From an optimization exercise on the open Yosys and OpenROAD flow, aimed at small area; shortcuts taken in it are not production practice.
The RTL was checked by simulation tests, not by an equivalence proof against the original design.
No activity file was given, so power comes from the tool's default toggle rates.

== old ==
==> flow/design.v <==
module Simon_Game(
    input  logic       clk,
    input  logic       rst,
    input  logic [7:0] SW,
    output logic [7:0] LED,
    output logic [6:0] seg0
);
    logic [2:0]  mode;
    logic [2:0]  sub;
    logic [12:0] y;
    logic [7:0]  sw_sync1, sw_sync2, sw_prev;
    logic        good;
    wire [2:0]  mode_d, sub_d;
    wire [12:0] y_d;
    wire [7:0]  prev_d;
    wire        good_d;
    always_ff @(posedge clk or posedge rst) begin
        if (rst) begin
            mode <= 3'b000;
            sub  <= 3'b010;
            y    <= 13'h07f0 ^ 13'h0aaa;
        end else begin
            mode <= mode_d;
            sub  <= sub_d;
            y    <= y_d;
        end
    end
    always_ff @(posedge clk) begin
        sw_sync1 <= SW;
        sw_sync2 <= sw_sync1;
        sw_prev  <= prev_d;
        good     <= good_d;
    end
    wire [7:0] d;                        
    for (genvar i = 0; i < 8; i++) begin : g_diff
        sg_xor2 u_x (.a(sw_sync2[i]), .b(sw_prev[i]), .y(d[i]));
    end
    wire eq_lo, eq_hi, differ;
    sg_nor4  u_eql (.a(d[0]), .b(d[1]), .c(d[2]), .d(d[3]), .y(eq_lo));
    sg_nor4  u_eqh (.a(d[4]), .b(d[5]), .c(d[6]), .d(d[7]), .y(eq_hi));
    sg_nand2 u_dif (.a(eq_lo), .b(eq_hi), .y(differ));
    wire inp_n, aux_n, m_wait, disp_n, done_n, m2_n;
    sg_nand2  u_inp  (.a(mode[0]), .b(mode[2]), .y(inp_n));           
    sg_nand2  u_aux  (.a(mode[1]), .b(inp_n), .y(aux_n));             
    sg_nor2b  u_wait (.a(aux_n), .b_n(mode[0]), .y(m_wait));          
    sg_nand2b u_disp (.a_n(mode[1]), .b(mode[0]), .y(disp_n));        
    sg_nand2b u_done (.a_n(mode[1]), .b(mode[2]), .y(done_n));        
    sg_inv    u_m2n  (.a(mode[2]), .y(m2_n));
    wire dgrp, a1, a2, o1, e_disp;
    sg_nor2  u_dg (.a(mode[1]), .b(mode[2]), .y(dgrp));
    sg_nand4 u_a1 (.a(y[10]), .b(y[9]), .c(y[7]), .d(y[4]), .y(a1));
    sg_nand3 u_a2 (.a(y[3]), .b(y[1]), .c(dgrp), .y(a2));
    sg_or4   u_o1 (.a(y[12]), .b(y[11]), .c(y[2]), .d(y[0]), .y(o1));
    sg_nor3  u_ed (.a(a1), .b(a2), .c(o1), .y(e_disp));
    wire b1, b2, o3, t_deb;
    sg_nand4 u_b1 (.a(y[12]), .b(y[10]), .c(y[9]), .d(y[7]), .y(b1));
    sg_nand4 u_b2 (.a(y[5]), .b(y[4]), .c(mode[0]), .d(mode[2]), .y(b2));
    sg_or4   u_o3 (.a(y[11]), .b(y[6]), .c(y[3]), .d(y[2]), .y(o3));
    sg_nor3  u_tb (.a(b1), .b(b2), .c(o3), .y(t_deb));
    wire det;                                    
    sg_and2  u_det (.a(t_deb), .b(differ), .y(det));
    wire e_aux;
    sg_nor2  u_ea (.a(aux_n), .b(y[1]), .y(e_aux));
    wire inp_eq;
    sg_nor2  u_ie (.a(inp_n), .b(differ), .y(inp_eq));
    wire load_n, load, fb;
    sg_nor4  u_ln (.a(e_disp), .b(e_aux), .c(inp_eq), .d(t_deb), .y(load_n));
    sg_inv   u_ld (.a(load_n), .y(load));
    sg_xnor2 u_fb (.a(y[12]), .b(y[5]), .y(fb));
    sg_nor2  u_y0 (.a(load), .b(fb), .y(y_d[0]));
    for (genvar i = 1; i < 13; i++) begin : g_ctr
        if (i % 2) begin : g_odd
            sg_nand2 u_n (.a(load_n), .b(y[i-1]), .y(y_d[i]));
        end else begin : g_even
            sg_nor2  u_n (.a(load), .b(y[i-1]), .y(y_d[i]));
        end
    end
    wire step_n, sfb, ls, adv_n;
    sg_nor2  u_st (.a(e_disp), .b(det), .y(step_n));
    sg_xor2  u_sf (.a(sub[2]), .b(sub[1]), .y(sfb));
    sg_mux2  u_s2 (.s(step_n), .a0(sub[1]), .a1(sub[2]), .y(sub_d[2]));
    sg_mux2  u_s1 (.s(step_n), .a0(sub[0]), .a1(sub[1]), .y(sub_d[1]));
    sg_mux2  u_s0 (.s(step_n), .a0(sfb),    .a1(sub[0]), .y(sub_d[0]));
    sg_nor3  u_ls (.a(sub[2]), .b(sub[0]), .c(step_n), .y(ls));
    sg_nor2  u_av (.a(ls), .b(e_aux), .y(adv_n));
    sg_mux2  u_m0 (.s(adv_n), .a0(m2_n),    .a1(mode[0]), .y(mode_d[0]));
    sg_mux2  u_m1 (.s(adv_n), .a0(mode[0]), .a1(mode[1]), .y(mode_d[1]));
    sg_mux2  u_m2 (.s(adv_n), .a0(mode[1]), .a1(mode[2]), .y(mode_d[2]));
    wire hold;
    sg_nor2 u_hold (.a(det), .b(m_wait), .y(hold));
    for (genvar i = 0; i < 8; i++) begin : g_prev
        sg_a22o u_p (.a1(det), .a2(sw_sync2[i]), .b1(hold), .b2(sw_prev[i]), .y(prev_d[i]));
    end
    wire u76, u54, u32, q1, hi1;
    sg_nor2   u_u76 (.a(d[7]), .b(d[6]), .y(u76));
    sg_nor2   u_u54 (.a(d[5]), .b(d[4]), .y(u54));
    sg_nor2   u_u32 (.a(d[3]), .b(d[2]), .y(u32));
    sg_nand2b u_q1  (.a_n(u32), .b(u54), .y(q1));
    sg_nand2  u_hi1 (.a(u76), .b(q1), .y(hi1));
    wire g1, g2n, g3, g4n, g5, hi0_n;
    sg_nor2b u_g1 (.a(d[2]), .b_n(d[1]), .y(g1));
    sg_nor2  u_g2 (.a(d[3]), .b(g1),  .y(g2n));
    sg_nor2  u_g3 (.a(d[4]), .b(g2n), .y(g3));
    sg_nor2  u_g4 (.a(d[5]), .b(g3),  .y(g4n));
    sg_nor2  u_g5 (.a(d[6]), .b(g4n), .y(g5));
    sg_nor2  u_h0 (.a(d[7]), .b(g5),  .y(hi0_n));
    wire x2, x1, x0, match, keep;
    sg_xnor2 u_x2 (.a(eq_hi), .b(sub[2]), .y(x2));
    sg_xor2  u_x1 (.a(hi1),   .b(sub[1]), .y(x1));
    sg_xnor2 u_x0 (.a(hi0_n), .b(sub[0]), .y(x0));
    sg_nor3  u_mt (.a(x2), .b(x1), .c(x0), .y(match));
    sg_nand2b u_kp (.a_n(match), .b(det), .y(keep));
    sg_a21o  u_gd (.a1(good), .a2(keep), .b1(m_wait), .y(good_d));
    wire s2_n, s1_n, s0_n;
    sg_inv u_s2n (.a(sub[2]), .y(s2_n));
    sg_inv u_s1n (.a(sub[1]), .y(s1_n));
    sg_inv u_s0n (.a(sub[0]), .y(s0_n));
    assign LED[0] = 1'b0;
    sg_nor3 u_l1 (.a(disp_n), .b(sub[2]), .c(sub[1]), .y(LED[1]));
    sg_nor3 u_l2 (.a(disp_n), .b(sub[2]), .c(sub[0]), .y(LED[2]));
    sg_nor4 u_l3 (.a(disp_n), .b(sub[2]), .c(s1_n), .d(s0_n), .y(LED[3]));
    sg_nor3 u_l4 (.a(disp_n), .b(sub[1]), .c(sub[0]), .y(LED[4]));
    sg_nor4 u_l5 (.a(disp_n), .b(s2_n), .c(sub[1]), .d(s0_n), .y(LED[5]));
    sg_nor4 u_l6 (.a(disp_n), .b(s2_n), .c(s1_n), .d(sub[0]), .y(LED[6]));
    sg_nor4 u_l7 (.a(disp_n), .b(s2_n), .c(s1_n), .d(s0_n), .y(LED[7]));
    wire seg_ok;
    sg_or2  u_sg (.a(done_n), .b(good), .y(seg_ok));
    wire done;
    sg_inv  u_dn (.a(done_n), .y(done));
    assign seg0 = {done, seg_ok, seg_ok, seg_ok, done_n, done_n, seg_ok};
endmodule
module sg_inv  (input logic a, output logic y);                   assign y = ~a;                 endmodule
module sg_and2 (input logic a, b, output logic y);                assign y = a & b;              endmodule
module sg_or2  (input logic a, b, output logic y);                assign y = a | b;              endmodule
module sg_nand2(input logic a, b, output logic y);                assign y = ~(a & b);           endmodule
module sg_nor2 (input logic a, b, output logic y);                assign y = ~(a | b);           endmodule
module sg_nand2b(input logic a_n, b, output logic y);             assign y = ~(~a_n & b);        endmodule
module sg_nor2b(input logic a, b_n, output logic y);              assign y = ~a & b_n;           endmodule
module sg_nand3(input logic a, b, c, output logic y);             assign y = ~(a & b & c);       endmodule
module sg_nor3 (input logic a, b, c, output logic y);             assign y = ~(a | b | c);       endmodule
module sg_nand4(input logic a, b, c, d, output logic y);          assign y = ~(a & b & c & d);   endmodule
module sg_nor4 (input logic a, b, c, d, output logic y);          assign y = ~(a | b | c | d);   endmodule
module sg_or4  (input logic a, b, c, d, output logic y);          assign y = a | b | c | d;      endmodule
module sg_xor2 (input logic a, b, output logic y);                assign y = a ^ b;              endmodule
module sg_xnor2(input logic a, b, output logic y);                assign y = ~(a ^ b);           endmodule
module sg_mux2 (input logic s, a0, a1, output logic y);           assign y = s ? a1 : a0;        endmodule
module sg_a21o (input logic a1, a2, b1, output logic y);          assign y = (a1 & a2) | b1;     endmodule
module sg_a22o (input logic a1, a2, b1, b2, output logic y);      assign y = (a1 & a2) | (b1 & b2); endmodule
==> flow/config.mk <==
export PLATFORM = sky130hd
export DESIGN_NAME = Simon_Game
export DESIGN_NICKNAME = Simon_Game
export VERILOG_FILES = /design/flow/design.v
export SDC_FILE = /design/flow/constraint.sdc
export NUM_CORES = 4
export LEC_CHECK = 0
export CAP_MARGIN = 20
export CORE_AREA = 2.5 2.5 58.5 58.5
export DIE_AREA = 0 0 61 61
export PLACE_DENSITY = 0.8
export SLEW_MARGIN = 20
export SYNTH_HIERARCHICAL = 1
export SYNTH_MINIMUM_KEEP_SIZE = 0
==> flow/constraint.sdc <==
create_clock -name core_clock -period 6.0 [get_ports {clk}]
set_input_delay 1.2000 -clock core_clock [delete_from_list [all_inputs] [get_ports {clk}]]
set_output_delay 1.2000 -clock core_clock [all_outputs]
set_load 0.01 [all_outputs]
standard.sh (not shown) runs the stock make flow with config.mk's settings and CLKGATE_MAP_FILE= SYNTH_SCRIPT=/design/flow/synth_recipe.tcl, a recipe that flattens the netlist after the stock synthesis.
==> flow/flow/run.sh <==
#!/bin/bash
# Standard synthesis, then every combinational cell at its smallest size, then
# the standard layout with the smallest buffer on each port and a small clock
# tree without dummy loads. Each tool's output goes to its own log here.
set -euo pipefail
bash standard.sh synth > synth.log 2>&1
python3 flow/downsize.py orfs/results/sky130hd/Simon_Game/base/1_2_yosys.v \
  "$FLOW_HOME/platforms/sky130hd/lef/sky130_fd_sc_hd_merged.lef" > downsize.log 2>&1
bash standard.sh BUFFER_PORTS_ARGS="-buffer_cell sky130_fd_sc_hd__buf_1" \
  CTS_ARGS="-sink_clustering_enable -repair_clock_nets -dont_use_dummy_load -root_buf sky130_fd_sc_hd__clkbuf_8 -buf_list sky130_fd_sc_hd__clkbuf_8" \
  RECOVER_POWER=100 finish > layout.log 2>&1
==> flow/flow/downsize.py <==
#!/usr/bin/env python3
"""Give every combinational cell of a synthesized netlist the smallest drive
strength of its family (the strongest among equal sizes) (same cell name without the _N suffix), using the cell
sizes in the platform LEF. Registers keep their cell. Rewrites the netlist in
place and prints each change."""
import re
import sys

netlist, lef = sys.argv[1], sys.argv[2]
area = {}
text = open(lef).read()
for m in re.finditer(r"MACRO\s+(\S+)(.*?)END\s+\1", text, re.S):
    s = re.search(r"SIZE\s+([\d.]+)\s+BY\s+([\d.]+)", m.group(2))
    if s:
        area[m.group(1)] = float(s.group(1)) * float(s.group(2))

families = {}
for name in area:
    m = re.fullmatch(r"(sky130_fd_sc_hd__[a-z0-9]+)_(\d+)", name)
    if m:
        families.setdefault(m.group(1), []).append(name)

def smallest(cell):
    m = re.fullmatch(r"(sky130_fd_sc_hd__([a-z0-9]+))_(\d+)", cell)
    if not m or m.group(2).startswith(("df", "sdf", "edf", "dl", "conb")):
        return cell
    best = min(families.get(m.group(1), [cell]), key=lambda c: (area[c], -int(c.rsplit("_", 1)[1])))
    return best if area[best] < area[cell] else cell

src = open(netlist).read()
count = {}
lines = []
for line in src.split("\n"):
    m = re.match(r"^(\s*)(sky130_fd_sc_hd__\w+)(\s.*)$", line)
    if m:
        new = smallest(m.group(2))
        if new != m.group(2):
            count[(m.group(2), new)] = count.get((m.group(2), new), 0) + 1
            line = m.group(1) + new + m.group(3)
    lines.append(line)
open(netlist, "w").write("\n".join(lines))
for (a, b), n in sorted(count.items()):
    print(f"{n:4d} {a} -> {b}")
Setup changes, old to new
- CORE_UTILIZATION: unset -> 60
- CORE_MARGIN: unset -> 2
- DIE_AREA: 0 0 61 61 -> unset
- CORE_AREA: 2.5 2.5 58.5 58.5 -> unset
-- flow/flow/run.sh --
<<< old, line 10
  CTS_ARGS="-sink_clustering_enable -repair_clock_nets -dont_use_dummy_load -root_buf sky130_fd_sc_hd__clkbuf_8 -buf_list sky130_fd_sc_hd__clkbuf_8" \
>>> new, line 10
  CTS_ARGS="-sink_clustering_enable -repair_clock_nets -dont_use_dummy_load -root_buf sky130_fd_sc_hd__clkbuf_4 -buf_list sky130_fd_sc_hd__clkbuf_4" \
### Flow results
new ends up with a share of the clock period used by the worst path after layout that is 0.69 points higher than in old.
new: actual slew at the worst max-slew pin 93 ps below old
From old to new the numbers moved as follows: fraction of power consumed by combinational cells higher; worst-case clock skew went up 6.9 ps; post-route total power -0.038 mW.
For the die width, new came in 9.1% lower than old did.
Lower hold slack was reported by old, not new.
Cell count: new lower than old
Diff old -> new: cell area -about 2.8%, maximum achievable frequency -0.0056 GHz, time the worst path needs with I/O delays and setup went up by 42 ps.

what the ideal ports hide:
Ports are ideal in the flow. The routed layouts listed here were re-timed in OpenROAD. Step 1 assumes that a clkbuf_16 drives the clock port and a buf_2 every other input. Step 2 also shifts input and output timing later by t, the mid clock arrival at the registers, as if the neighbouring blocks saw the same clock. a / b / c = ideal ports / drivers / drivers and shift; a / b = the first two.
| run | t, ns | setup WS [ns] | worst slew at a driven data input, ns |
|---|---|---|---|
| old | 0.304 | 3.305 / 3.281 / 3.432 | 0.03 |
| new | 0.345 | 3.263 / 3.241 / 3.437 | 0.03 |
After both steps setup and hold are still met in every run listed.
